This design comes from an exercise in tuning for a short achievable clock period and few clock cycles on the open sky130 flow, not from production work.

==> 04-11 <==
==> flow/design.v (excerpt) <==
module datapath (input clock, reset,
		 output [31:0] imem_addr,
		 input  [31:0] imem_rdata,
		 output        dmem_we,
		 output [31:0] dmem_addr, dmem_wdata,
		 input  [31:0] dmem_rdata);
==> flow/config.mk <==
export PLATFORM = sky130hd
export DESIGN_NAME = datapath
export DESIGN_NICKNAME = datapath
export VERILOG_FILES = /design/flow/design.v
export SDC_FILE = /design/flow/constraint.sdc
export NUM_CORES = 8
export LEC_CHECK = 0
export CAP_MARGIN = 25
export CORE_MARGIN = 2
export CORE_UTILIZATION = 40
export SETUP_SLACK_MARGIN = 3.2
export SLEW_MARGIN = 20
==> flow/constraint.sdc <==
create_clock -name core_clock -period 5.8 [get_ports {clock}]
set_input_delay 1.1600 -clock core_clock [delete_from_list [all_inputs] [get_ports {clock}]]
set_output_delay 1.1600 -clock core_clock [all_outputs]
set_load 0.01 [all_outputs]
standard.sh (not shown) runs the stock make flow with config.mk's settings and CLKGATE_MAP_FILE= SYNTH_SCRIPT=/design/flow/synth_recipe.tcl, a recipe that flattens the netlist after the stock synthesis.
==> flow/flow/run.sh <==
#!/bin/bash
# Layout flow: the standard flow, with synthesis mapping the logic through ABC with a
# delay-oriented script (flow/speed.abc) in place of the default one. Everything else,
# including the registers that synthesis produces, is the standard flow's.
set -euo pipefail
here=$(pwd)
bash standard.sh SYNTH_SCRIPT=$here/flow/synth.tcl finish > $here/standard.log 2>&1
==> flow/flow/speed.abc <==
&get -n
&st
&dch
&nf
&put
buffer -c
topo
stime -c
upsize -c
dnsize -c
==> flow/flow/synth.tcl <==
# The standard flow's synthesis script, with the ABC mapping script replaced by flow/speed.abc
set ::speed_abc [file join [file dirname [file normalize [info script]]] speed.abc]
proc abc {args} {
  set i [lsearch $args -script]
  lset args [expr {$i + 1}] $::speed_abc
  yosys abc {*}$args
}
source [file join [file dirname [file dirname [file normalize [info script]]]] synth_recipe.tcl]
==> 11-18 (differences from 04-11) <==
--- a/flow/design.v
+++ b/flow/design.v
@@ -116,15 +116,15 @@
 reg [NL-1:0] lv, lconf, lex;	 
 reg [LTB-1:0] ltag [0:NL-1];
 reg [LTB-1:0] ltagp [0:NL-1];	 
 reg [7:0]  lcnt [0:NL-1];
 reg [7:0]  ltrip [0:NL-1];
 reg        lflip_q;
 reg [LTB-1:0] ltg_e, ltg_l;
-reg        cinv_e, cinv_l, lpf_e, lpf_l;
+reg        cinv_e, cinv_l, lpf_e, lpf_l, lbw_e, lbw_l, lq_bw;
 reg [NL-1:0] lhit_d, lhit_e, lhit_l;
 integer lh;
 always @* for (lh = 0; lh < NL; lh = lh + 1) lhit_d[lh] = lv[lh] & (ltag[lh] == pcs_d[LTB+1:2]);
 wire [5:0]  op_f = ins_f[31:26];
 wire jmp_f = op_f == 6'b000010;
 wire beq_f = op_f == 6'b000100;
 wire bne_f = op_f == 6'b000101;
@@ -284,50 +284,45 @@
 		he_rs <= wr_d == rs_f;
 		he_rt <= wr_d == rt_f;
 		hm_rs <= wr_e == rs_f;
 		hm_rt <= wr_e == rt_f;
 	end
 end
 wire i_j = op == 6'b000010;
-reg        jq_v, jq2_v;
-wire [29:0] jx = pcs_d;
-reg  [29:0] jdec2;
-reg         jzero;
-integer jz;
-always @* begin
-	jdec2[0] = jx[0];
-	jzero = 1'b1;			 
-	for (jz = 1; jz < 30; jz = jz + 1) begin
-		jdec2[jz] = jx[jz] ^ jzero;
-		jzero = jzero & ~jx[jz];
-	end
-end
-reg [29:0] jq_tag, jq_dst, jq2_tag, jq2_dst;
+reg        jq_v, jq2_v, jq3_v;
+reg [16:0] jq_lo;
+reg [13:0] jq_hi;
+reg [29:0] jq_dst, jq2_tag, jq2_dst, jq3_tag, jq3_dst;
 reg [NJ-1:0] jdup;
 integer w;
-always @* for (w = 0; w < NJ; w = w + 1) jdup[w] = jv[w] & (jtag[w] == jq_tag);
+always @* for (w = 0; w < NJ; w = w + 1) jdup[w] = jv[w] & (jtag[w] == jq2_tag);
 reg [NJB-1:0] jptr;
 always @(posedge clock)
 begin
-	jq_tag <= jdec2;
+	jq_lo <= {1'b0, pcs_d[17:2]} - 17'd2;
+	jq_hi <= pcs_d[31:18];
 	jq_dst <= {pj4_d, ins_d[25:0]};
-	jq2_tag <= jq_tag;
+	jq2_tag <= {jq_hi - {13'b0, jq_lo[16]}, jq_lo[15:0]};
 	jq2_dst <= jq_dst;
+	jq3_tag <= jq2_tag;
+	jq3_dst <= jq2_dst;
 	if (reset) begin
 		jq_v <= 1'b0;
 		jq2_v <= 1'b0;
+		jq3_v <= 1'b0;
 		jv <= {NJ{1'b0}};
 		jptr <= {NJB{1'b0}};
 	end else begin
 		jq_v <= v_d & i_j;
-		jq2_v <= jq_v & ~(|jdup);
-		if (jq2_v) begin
+		jq2_v <= jq_v;
+		jq3_v <= jq2_v & ~(|jdup);
+		if (jq3_v) begin
 			jv[jptr] <= 1'b1;
-			jtag[jptr] <= jq2_tag;
-			jdst[jptr] <= jq2_dst;
+			jtag[jptr] <= jq3_tag;
+			jdst[jptr] <= jq3_dst;
 			jptr <= jptr + 1'b1;
 		end
 	end
 end
 wire [31:0] res_e;
 wire fb_d = hit_e_rt & ~use_imm;
 wire [31:0] v_b = use_imm ? imm_d : v_rt;
@@ -350,14 +345,15 @@
 		mul_e <= go_d & f_mul;
 	end
 	wr_e <= wr_d;
 	inv_e <= i_bne ^ pred_d;	 
 	cinv_e <= i_bne ^ spred_d;	 
 	lpf_e <= lpf_d;
 	ltg_e <= pcs_d[LTB+1:2];
+	lbw_e <= ins_d[15];
 	lhit_e <= lhit_d;
 	eq_e <= eq_d;
 	msg_e <= ~fn[0];
 	alt_e <= pred_d ? pc4_d : btgt_d;
 	bt_e <= btgt_d;
 	crs_e <= pred_d & (blo_d[16] != ins_d[15]);
 	a_e <= hit_e_rs ? res_e : v_rs;
@@ -420,14 +416,15 @@
 integer lk;
 always @(posedge clock)
 begin
 	lq_hit <= lu_m ? lhit_l : lhit_e;	 
 	lq_go <= lu_m ? ~(eq_l ^ cinv_l) : ~(eq_e ^ cinv_e);	 
 	lq_lpf <= lu_m ? lpf_l : lpf_e;
 	lq_tag <= lu_m ? ltg_l : ltg_e;
+	lq_bw <= lu_m ? lbw_l : lbw_e;
 	if (reset) begin
 		lq_v <= 1'b0;
 		lv <= {NL{1'b0}};
 		lptr <= 3'b0;
 	end else begin
 		lq_v <= lu_m | lu_e;
 		if (lq_v) begin
@@ -440,21 +437,21 @@
 					end else begin
 						ltrip[lk] <= lcnt[lk];
 						lconf[lk] <= lcnt[lk] != 8'hff;
 						lcnt[lk] <= 8'd0;
 						lex[lk] <= lcnt[lk] == 8'd0;
 					end
 				end
-			end else if (~lq_go) begin
+			end else if (~lq_go | lq_bw) begin
 				lv[lptr] <= 1'b1;
 				lconf[lptr] <= 1'b0;
 				lex[lptr] <= 1'b0;
 				ltag[lptr] <= lq_tag;
 				ltagp[lptr] <= lq_tag - 1'b1;
-				lcnt[lptr] <= 8'd0;
+				lcnt[lptr] <= {7'd0, lq_go};
 				lptr <= lptr + 3'd1;
 			end
 		end
 	end
 end
 assign redirect_pc = redirect_m ? ((crs_l & ~misp_l) ? bt_l : alt_l) : ((crs_e & ~misp_e) ? bt_e : alt_e);
 always @(posedge clock)
@@ -470,14 +467,15 @@
 	wr_m <= wr_e;
 	res_m <= res_e;
 	sd_m <= sld_e ? dmem_rdata : sd_e;
 	inv_l <= inv_e;
 	cinv_l <= cinv_e;
 	lpf_l <= lpf_e;
 	ltg_l <= ltg_e;
+	lbw_l <= lbw_e;
 	lhit_l <= lhit_e;
 	alt_l <= alt_e;
 	bt_l <= bt_e;
 	crs_l <= crs_e;
 	eq_l <= (lta_e & ltb_e) | (lta_e & ~ltb_e & (dmem_rdata == b_e)) | (~lta_e & ltb_e & (a_e == dmem_rdata)) |
 		(~lta_e & ~ltb_e & (a_e == b_e));
 end
@@ -517,17 +515,24 @@
 always @(posedge clock)
 begin
 	if (reset) we_w <= 1'b0;
 	else we_w <= we_m;
 	wr_w <= wr_m;
 	wd_w <= memval;
 end
+reg        rst_q;
+reg [31:1] wrx_w;
 integer k;
 always @(posedge clock)
 begin
-	if (reset) begin
-		for (k = 1; k < 32; k = k + 1) rf[k] <= 32'b0;
-	end else if (we_w) begin
-		rf[wr_w] <= wd_w;
-	end
+	rst_q <= reset;
+	for (k = 1; k < 32; k = k + 1) wrx_w[k] <= ~reset & we_m & (wr_m == k);
 end
+genvar gk;
+generate
+	for (gk = 1; gk < 32; gk = gk + 1) begin : rfw
+		always @(posedge clock)
+			if (rst_q) rf[gk] <= 32'b0;
+			else if (wrx_w[gk]) rf[gk] <= wd_w;
+	end
+endgenerate
 endmodule
==> flow/flow/run.sh (replaced) <==
#!/bin/bash
# Layout flow: the standard flow, with synthesis mapping all the logic, adders
# included, through ABC with a delay-oriented script (flow/speed.abc) in place of the
# default one and without the fixed full/half-adder cells, and the ports buffered with
# sky130_fd_sc_hd__buf_8 (the default choice is a slow delay cell). Everything else,
# including the registers that synthesis produces, is the standard flow's.
set -euo pipefail
here=$(pwd)
bash standard.sh SYNTH_SCRIPT=$here/flow/synth.tcl ADDER_MAP_FILE= "BUFFER_PORTS_ARGS=-buffer_cell sky130_fd_sc_hd__buf_8" finish > $here/standard.log 2>&1
==> flow/flow/speed.abc (replaced) <==
strash
dch
map -D 1000
buffer -c
topo
stime -c
upsize -c
dnsize -c
==> summary.md <==
| Metric | Value |
|---|---|
| Post-synthesis async set-or-reset flop share | 0.977% |
| Xor/xnor cell area share of the yosys netlist | under 10% |
| Status | no timing/DRC/antenna violations |
| Core ar. | 399000 µm² |
| Final min period | 4.99 ns |
| Max reg flops | ~1000 |
the above is filed under 04-11

==> summary.md <==
| Metric | Value |
|---|---|
| Status | no timing/DRC/antenna violations |
| Detailed placement HPWL | 545000 µm |
| Most frequent cell after synthesis | nand2_1 |
| Max reg flops | 992 |
| Xor/xnor cell area share of the yosys netlist | 8.44% |
| Post-cts sizing count | approximately 750 |
| Core ar. | 410000 µm² |
the above is filed under 11-18

No functional check of the RTL was part of any run of this note.

==> re-timing with driven ports <==
How much do the figures lean on ideal ports? The routed layouts below were timed once more, with nothing changed but the port constraints.
Step 1 assumes that a clkbuf_16 drives the clock port and a buf_2 every other input.
Step 2 also shifts input and output timing later by t, the mid clock arrival at the registers, as if the neighbouring blocks saw the same clock.
a / b / c = no drivers / after step 1 / after step 2; a / b = the first two.
| run | t (ns) | setup slack, ns | hold WS [ns] | worst setup path at the end | latest minus earliest clock arrival (ns) |
|---|---|---|---|---|---|
| 04-11 | 1.076 | 0.810 / 0.810 / 0.810 | 0.306 / 0.299 / 0.306 | register to register | 0.118 / 0.119 |
| 11-18 | 1.125 | 2.868 / 2.868 / 2.040 | 0.312 / 0.287 / 0.312 | input to register | 0.131 / 0.132 |
After both steps setup and hold are still met in every run listed. The setup slack of 11-18, which loses most, moves by 0.000 ns with the drivers and by -0.828 ns with both steps.
